This is an optimization exercise on Yosys and OpenROAD, whose aim is small area, a short achievable clock period and few clock cycles per item, not a production implementation.
Function was checked by simulation only, so behaviour that the tests miss may differ from the original.
Power figures rest on the tool's default switching activity, not on a simulated workload.

==> flow/design.v (excerpt) <==
module simon2share(clk, data_ina, data_inb, data_rdy, cipher_out, Done);
For scale: about 130 I/O pins.
Settings: LEC_CHECK=0, CAP_MARGIN=20, CORE_MARGIN=2, CORE_UTILIZATION=40, CTS_CLUSTER_DIAMETER=60, CTS_CLUSTER_SIZE=20, PLACE_DENSITY=0.6, SETUP_SLACK_MARGIN=2.6, SLEW_MARGIN=20; clock period 5.0 ns.
standard.sh (not shown) runs the stock make flow with config.mk's settings and CLKGATE_MAP_FILE= SYNTH_SCRIPT=/design/flow/synth_recipe.tcl, a recipe that flattens the netlist after the stock synthesis.
==> flow/flow/run.sh <==
#!/bin/bash
# Standard ORFS layout (the standard.sh) with two changes to buffering:
#  - ports get a buf_2 as port buffer instead of the default cell;
#  - after global placement, each output-gate flip-flop (Done, last) gets a
#    two-level buffer tree: one buffer per cluster of its loads (gate_tree.tcl).
# make's full output goes to standard.log; ORFS keeps per-step logs in orfs/logs.
set -uo pipefail
here=$(pwd)
export BUFFER_PORTS_ARGS="-buffer_cell sky130_fd_sc_hd__buf_2"
export POST_GLOBAL_PLACE_TCL="$here/flow/gate_tree.tcl"
export GATE_TREE_FANOUT=16
export GATE_TREE_CELL=sky130_fd_sc_hd__buf_4
bash standard.sh > standard.log 2>&1
Other scripts of this flow, unchanged in this note and not shown: flow/flow/gate_tree.tcl
Testbench counts at the start, summed over its fixed seeds: cycles 20,800, items 64.
==> next run, changes <==
--- a/flow/config.mk
+++ b/flow/config.mk
@@ -9,7 +9,5 @@
 export CORE_MARGIN = 2
-export CORE_UTILIZATION = 40
-export CTS_CLUSTER_DIAMETER = 60
-export CTS_CLUSTER_SIZE = 20
-export PLACE_DENSITY = 0.6
-export SETUP_SLACK_MARGIN = 2.6
+export CORE_UTILIZATION = 55
+export PLACE_DENSITY = 0.7
+export SETUP_SLACK_MARGIN = 2.45
 export SLEW_MARGIN = 20
What happened: Clock skew is about the same. Fmax climbs by 0.92%. Non-clock buffer count is lower by 4. First-iteration DRC count went down by 1.8%. Global-route usage grows by 5.6 points. Power came out higher by 4.9%. Wire length went down by 2.8%. Core utilization grows by 17 points.
==> next run, changes <==
--- a/flow/config.mk
+++ b/flow/config.mk
@@ -9,4 +9,4 @@
 export CORE_MARGIN = 2
-export CORE_UTILIZATION = 55
-export PLACE_DENSITY = 0.7
+export CORE_UTILIZATION = 40
+export PLACE_DENSITY = 0.6
 export SETUP_SLACK_MARGIN = 2.45
Effect:
- The new run finished with timing, DRC and antenna clean
- total power barely changes
- clock skew goes up by 0.0076 ns
- area after synthesis is unchanged
- die area rises by 37%
- clock-buffer cell count falls by 1
- setup slack gets worse by 0.023 ns
- final area climbs by 1.9%
- wire length goes up by 2.5%
==> next run, changes <==
--- a/flow/config.mk
+++ b/flow/config.mk
@@ -10,4 +10,6 @@
 export CORE_UTILIZATION = 40
+export CTS_CLUSTER_DIAMETER = 80
+export CTS_CLUSTER_SIZE = 30
 export PLACE_DENSITY = 0.6
-export SETUP_SLACK_MARGIN = 2.45
+export SETUP_SLACK_MARGIN = 2.6
 export SLEW_MARGIN = 20
The changed run passed the timing, design-rule and antenna checks. Sequential power stays flat. Utilization came out lower by 0.32 points. Setup slack gets worse by 0.034 ns. Clock-buffer cell count is lower by 59. Total power drops by 13%. Cell area fell by 0.64%. Routed wire length drops by 1.6%. Global-route usage fell by 0.33 points. Via count goes down by 0.96%. Non-clock buffer count grows by 2. Die area does not change.
==> next run, changes <==
--- a/flow/config.mk
+++ b/flow/config.mk
@@ -10,4 +10,2 @@
 export CORE_UTILIZATION = 40
-export CTS_CLUSTER_DIAMETER = 80
-export CTS_CLUSTER_SIZE = 30
 export PLACE_DENSITY = 0.6
=> The new run finished clean; hold slack loses 0.0091 ns; wire length is higher by about 2.3%; cell area rose by about 2.2%; power rises by 15%; worst setup slack improves by 0.017 ns; sequential share of layout area falls by 0.93 points; via count grows by 1.3%; synthesized area does not change; final cell count grows by 1.5%.


simon2share, a different RTL version from the one above (not shown whole).
Size in the first run: about 2300 cells after synthesis, roughly 520 flip-flops, roughly 130 I/O pins.
clock: 5.0 ns
lec_check: 0
cap_margin: 20
core_margin: 2
core_utilization: 75
cts_cluster_diameter: 90
cts_cluster_size: 28
place_density: 0.86
setup_slack_margin: 2.45
slew_margin: 20
==> flow/flow/run.sh <==
#!/bin/bash
# Standard ORFS layout (the standard.sh) with two changes to buffering:
#  - ports get a buf_2 as port buffer instead of the default cell;
#  - after global placement, each output-gate flip-flop (done_n, last_n) gets a
#    two-level buffer tree: one buffer per cluster of its loads (gate_tree.tcl).
# make's full output goes to standard.log; ORFS keeps per-step logs in orfs/logs.
set -uo pipefail
here=$(pwd)
export BUFFER_PORTS_ARGS="-buffer_cell sky130_fd_sc_hd__buf_2"
export POST_GLOBAL_PLACE_TCL="$here/flow/gate_tree.tcl"
export GATE_TREE_FLOPS='done_n$_DFF_P_ last_n$_DFF_P_'
export GATE_TREE_FANOUT=16
export GATE_TREE_CELL=sky130_fd_sc_hd__buf_4
bash standard.sh > standard.log 2>&1
Other scripts of this flow, unchanged in this note and not shown: flow/flow/gate_tree.tcl
Testbench counts at the start, summed over its fixed seeds: cycles 20,800, items 64.
Then changed:
Settings changed: CORE_UTILIZATION 75 to 65, PLACE_DENSITY 0.86 to 0.78.
Core utilization is lower by 9.6 points.
Die area climbs by 15%.
Non-clock buffer count went up by 20.
Power barely changes.
Synthesized cell count stays the same.
Then changed:
Settings changed: CORE_UTILIZATION 65 to 70, PLACE_DENSITY 0.78 to 0.82.
Total power barely changes. Sequential power hardly moves. Synthesized area does not change. Routed wire length hardly moves. Count of clock-buffer cells in the layout rises by 1.


Starting RTL as in the previous note.
clock: 5.0 ns
lec_check: 0
cap_margin: 20
core_margin: 2
core_utilization: 70
cts_cluster_diameter: 90
cts_cluster_size: 28
place_density: 0.82
setup_slack_margin: 2.4
slew_margin: 20
==> flow/flow/gate_tree.tcl <==
# Build a two-level buffer tree for each output-gate net: the gate flip-flop
# drives one buffer per cluster of loads, placed at the cluster's centre.
proc gate_tree_kmeans {pts k} {
  # pts: list of {x y}; returns list of cluster indices
  set n [llength $pts]
  set cent {}
  for {set c 0} {$c < $k} {incr c} {
    lappend cent [lindex [lsort -real -index 2 [lmap p $pts {list {*}$p [expr {atan2([lindex $p 1]-0.0, [lindex $p 0]-0.0)}]}]] [expr {($c * $n) / $k}]]
  }
  set cent [lmap c $cent {lrange $c 0 1}]
  set asg [lrepeat $n 0]
  for {set it 0} {$it < 30} {incr it} {
    set i 0
    foreach p $pts {
      set best 0; set bd 1e30
      set c 0
      foreach q $cent {
        set d [expr {abs([lindex $p 0]-[lindex $q 0]) + abs([lindex $p 1]-[lindex $q 1])}]
        if {$d < $bd} { set bd $d; set best $c }
        incr c
      }
      lset asg $i $best
      incr i
    }
    set newc {}
    for {set c 0} {$c < $k} {incr c} {
      set sx 0.0; set sy 0.0; set m 0
      set i 0
      foreach p $pts {
        if {[lindex $asg $i] == $c} { set sx [expr {$sx + [lindex $p 0]}]; set sy [expr {$sy + [lindex $p 1]}]; incr m }
        incr i
      }
      if {$m > 0} { lappend newc [list [expr {$sx/$m}] [expr {$sy/$m}]] } else { lappend newc [lindex $cent $c] }
    }
    set cent $newc
  }
  return [list $asg $cent]
}

proc gate_tree {flop_name per_buf cell} {
  set block [ord::get_db_block]
  set dbu [$block getDbUnitsPerMicron]
  set inst [$block findInst $flop_name]
  if {$inst == "NULL"} { puts "gate_tree: no instance $flop_name"; return }
  set net [[$inst findITerm Q] getNet]
  # drop buffers already hanging on the net, so the tree sees the real loads
  for {set pass 0} {$pass < 8} {incr pass} {
    set bufs {}
    foreach it [$net getITerms] {
      if {[$it isOutputSignal]} continue
      set li [$it getInst]
      set m [$li getMaster]
      if {[string match "*__buf_*" [$m getName]] || [string match "*__clkbuf_*" [$m getName]]} {
        set onet [[$li findITerm X] getNet]
        # keep port buffers
        if {[llength [$onet getBTerms]] > 0} continue
        lappend bufs [get_cells [$li getName]]
      }
    }
    if {[llength $bufs] == 0} break
    remove_buffers $bufs
    set net [[$inst findITerm Q] getNet]
  }
  set pins {}; set pts {}
  foreach it [$net getITerms] {
    if {[$it isOutputSignal]} continue
    set li [$it getInst]
    set loc [$it getAvgXY]
    if {[lindex $loc 0] == 0} { set b [$li getBBox]; set loc [list 1 [expr {([$b xMin]+[$b xMax])/2}] [expr {([$b yMin]+[$b yMax])/2}]] }
    lappend pins "[$li getName]/[[$it getMTerm] getName]"
    lappend pts [list [expr {double([lindex $loc 1])/$dbu}] [expr {double([lindex $loc 2])/$dbu}]]
  }
  set n [llength $pins]
  set k [expr {max(1, int(ceil(double($n) / $per_buf)))}]
  puts "gate_tree: $flop_name net [$net getName] loads $n clusters $k"
  lassign [gate_tree_kmeans $pts $k] asg cent
  for {set c 0} {$c < $k} {incr c} {
    set lp {}
    set i 0
    foreach p $pins { if {[lindex $asg $i] == $c} { lappend lp [get_pins $p] }; incr i }
    if {[llength $lp] == 0} continue
    set xy [lindex $cent $c]
    insert_buffer -buffer_cell $cell -net [get_nets [$net getName]] -load_pins $lp -location $xy
  }
}

# Hook body (sourced after global placement): one tree per output-gate flop.
foreach flop $::env(GATE_TREE_FLOPS) {
  gate_tree $flop $::env(GATE_TREE_FANOUT) $::env(GATE_TREE_CELL)
}
Scripts as last shown in full above: flow/flow/run.sh
Testbench counts at the start, summed over its fixed seeds: cycles 20,800, items 64.
Change:
CORE_UTILIZATION = 60   (was 70)
CTS_CLUSTER_DIAMETER = default   (was 90)
CTS_CLUSTER_SIZE = default   (was 28)
PLACE_DENSITY = 0.75   (was 0.82)
SETUP_SLACK_MARGIN = 2.45   (was 2.4)
What happened: Worst setup slack gains 0.031 ns; cell count rises by 7.1%; synthesized area stays the same; wire length climbs by 5.4%.
Change:
--- a/flow/flow/run.sh
+++ b/flow/flow/run.sh
@@ -11,4 +11,4 @@
 export GATE_TREE_FLOPS='done_n$_DFF_P_ last_n$_DFF_P_'
-export GATE_TREE_FANOUT=16
-export GATE_TREE_CELL=sky130_fd_sc_hd__buf_4
+export GATE_TREE_FANOUT=22
+export GATE_TREE_CELL=sky130_fd_sc_hd__buf_8
 bash standard.sh > standard.log 2>&1
CORE_UTILIZATION = 70   (was 60)
CTS_CLUSTER_DIAMETER = 90   (was default)
CTS_CLUSTER_SIZE = 28   (was default)
PLACE_DENSITY = 0.82   (was 0.75)
Routed wire length fell by 1.8%.
Hold slack gets better by 0.020 ns.
Core utilization rose by 8.0 points.
Change:
--- a/flow/flow/run.sh
+++ b/flow/flow/run.sh
@@ -11,4 +11,4 @@
 export GATE_TREE_FLOPS='done_n$_DFF_P_ last_n$_DFF_P_'
-export GATE_TREE_FANOUT=22
-export GATE_TREE_CELL=sky130_fd_sc_hd__buf_8
+export GATE_TREE_FANOUT=16
+export GATE_TREE_CELL=sky130_fd_sc_hd__buf_4
 bash standard.sh > standard.log 2>&1
SETUP_SLACK_MARGIN = 2.6   (was 2.45)
Outcome: The new run completed without violations. Total power rises by 1.1%. Routed wire length rose by 7.7%. Die area does not change. Cell area rose by 3.9%. Sequential cell count does not change. Area after synthesis stays the same. Core utilization is higher by 3.1 points. Sequential share of layout area decreases by 1.2 points.
Change:
CORE_UTILIZATION = 40   (was 70)
CTS_CLUSTER_DIAMETER = default   (was 90)
CTS_CLUSTER_SIZE = default   (was 28)
PLACE_DENSITY = 0.6   (was 0.82)
SETUP_SLACK_MARGIN = 2.45   (was 2.6)
The changed run finished with timing, DRC and antenna clean.
Clock power rose by 110%.
Setup slack is worse by 0.012 ns.
Die area rose by 73%.
Core utilization fell by 33 points.
Hold slack is worse by 0.010 ns.
Design area rose by 7.2%.
Total power rose by 29%.

==> afterwards: timing with drivers on the ports <==
The flow's constraints put no driver on any port. The routed layouts listed below were extracted and timed again, unchanged, in two steps.
Step 1 assumes that a clkbuf_16 drives the clock port and a buf_2 every other input.
Step 2 adds t to the input delays and takes it off the output delays; t is the mean of the earliest and latest rising clock arrival at the registers after step 1. Input paths then give back, and output paths get back, about the clock's delay inside the block.
Slacks: ideal ports / drivers / drivers and shift; pairs: ideal ports / drivers.
run	shift t [ns]	slack for setup (ns)	worst setup path after step 2	slew at the worst register clock pin (ns)	pins driven straight from the clock port
the first run of note 1	0.623	2.432 / 2.378 / 2.863	register to register	0.08 / 0.08	1
the second run of note 1	0.636	2.456 / 2.406 / 2.826	register to register	0.06 / 0.06	1
the third run of note 1	0.637	2.433 / 2.379 / 2.870	register to register	0.06 / 0.06	1
the fourth run of note 1	0.653	2.399 / 2.345 / 2.855	register to register	0.11 / 0.11	1
the fifth run of note 1	0.637	2.416 / 2.362 / 2.865	register to register	0.06 / 0.06	1
the first run of note 2	0.597	2.470 / 2.415 / 2.720	register to register	0.11 / 0.11	1
the second run of note 2	0.602	2.452 / 2.397 / 2.878	register to register	0.11 / 0.11	1
the third run of note 2	0.599	2.482 / 2.427 / 2.735	register to register	0.11 / 0.11	1
the first run of note 3	0.603	2.426 / 2.370 / 2.806	register to register	0.11 / 0.11	1
the second run of note 3	0.640	2.457 / 2.402 / 2.907	register to register	0.06 / 0.06	1
the third run of note 3	0.604	2.432 / 2.376 / 2.775	register to register	0.11 / 0.11	1
the fourth run of note 3	0.601	2.451 / 2.394 / 2.785	register to register	0.11 / 0.11	1
the fifth run of note 3	0.657	2.439 / 2.380 / 2.858	register to register	0.06 / 0.06	1
After both steps every run listed still meets setup and hold.
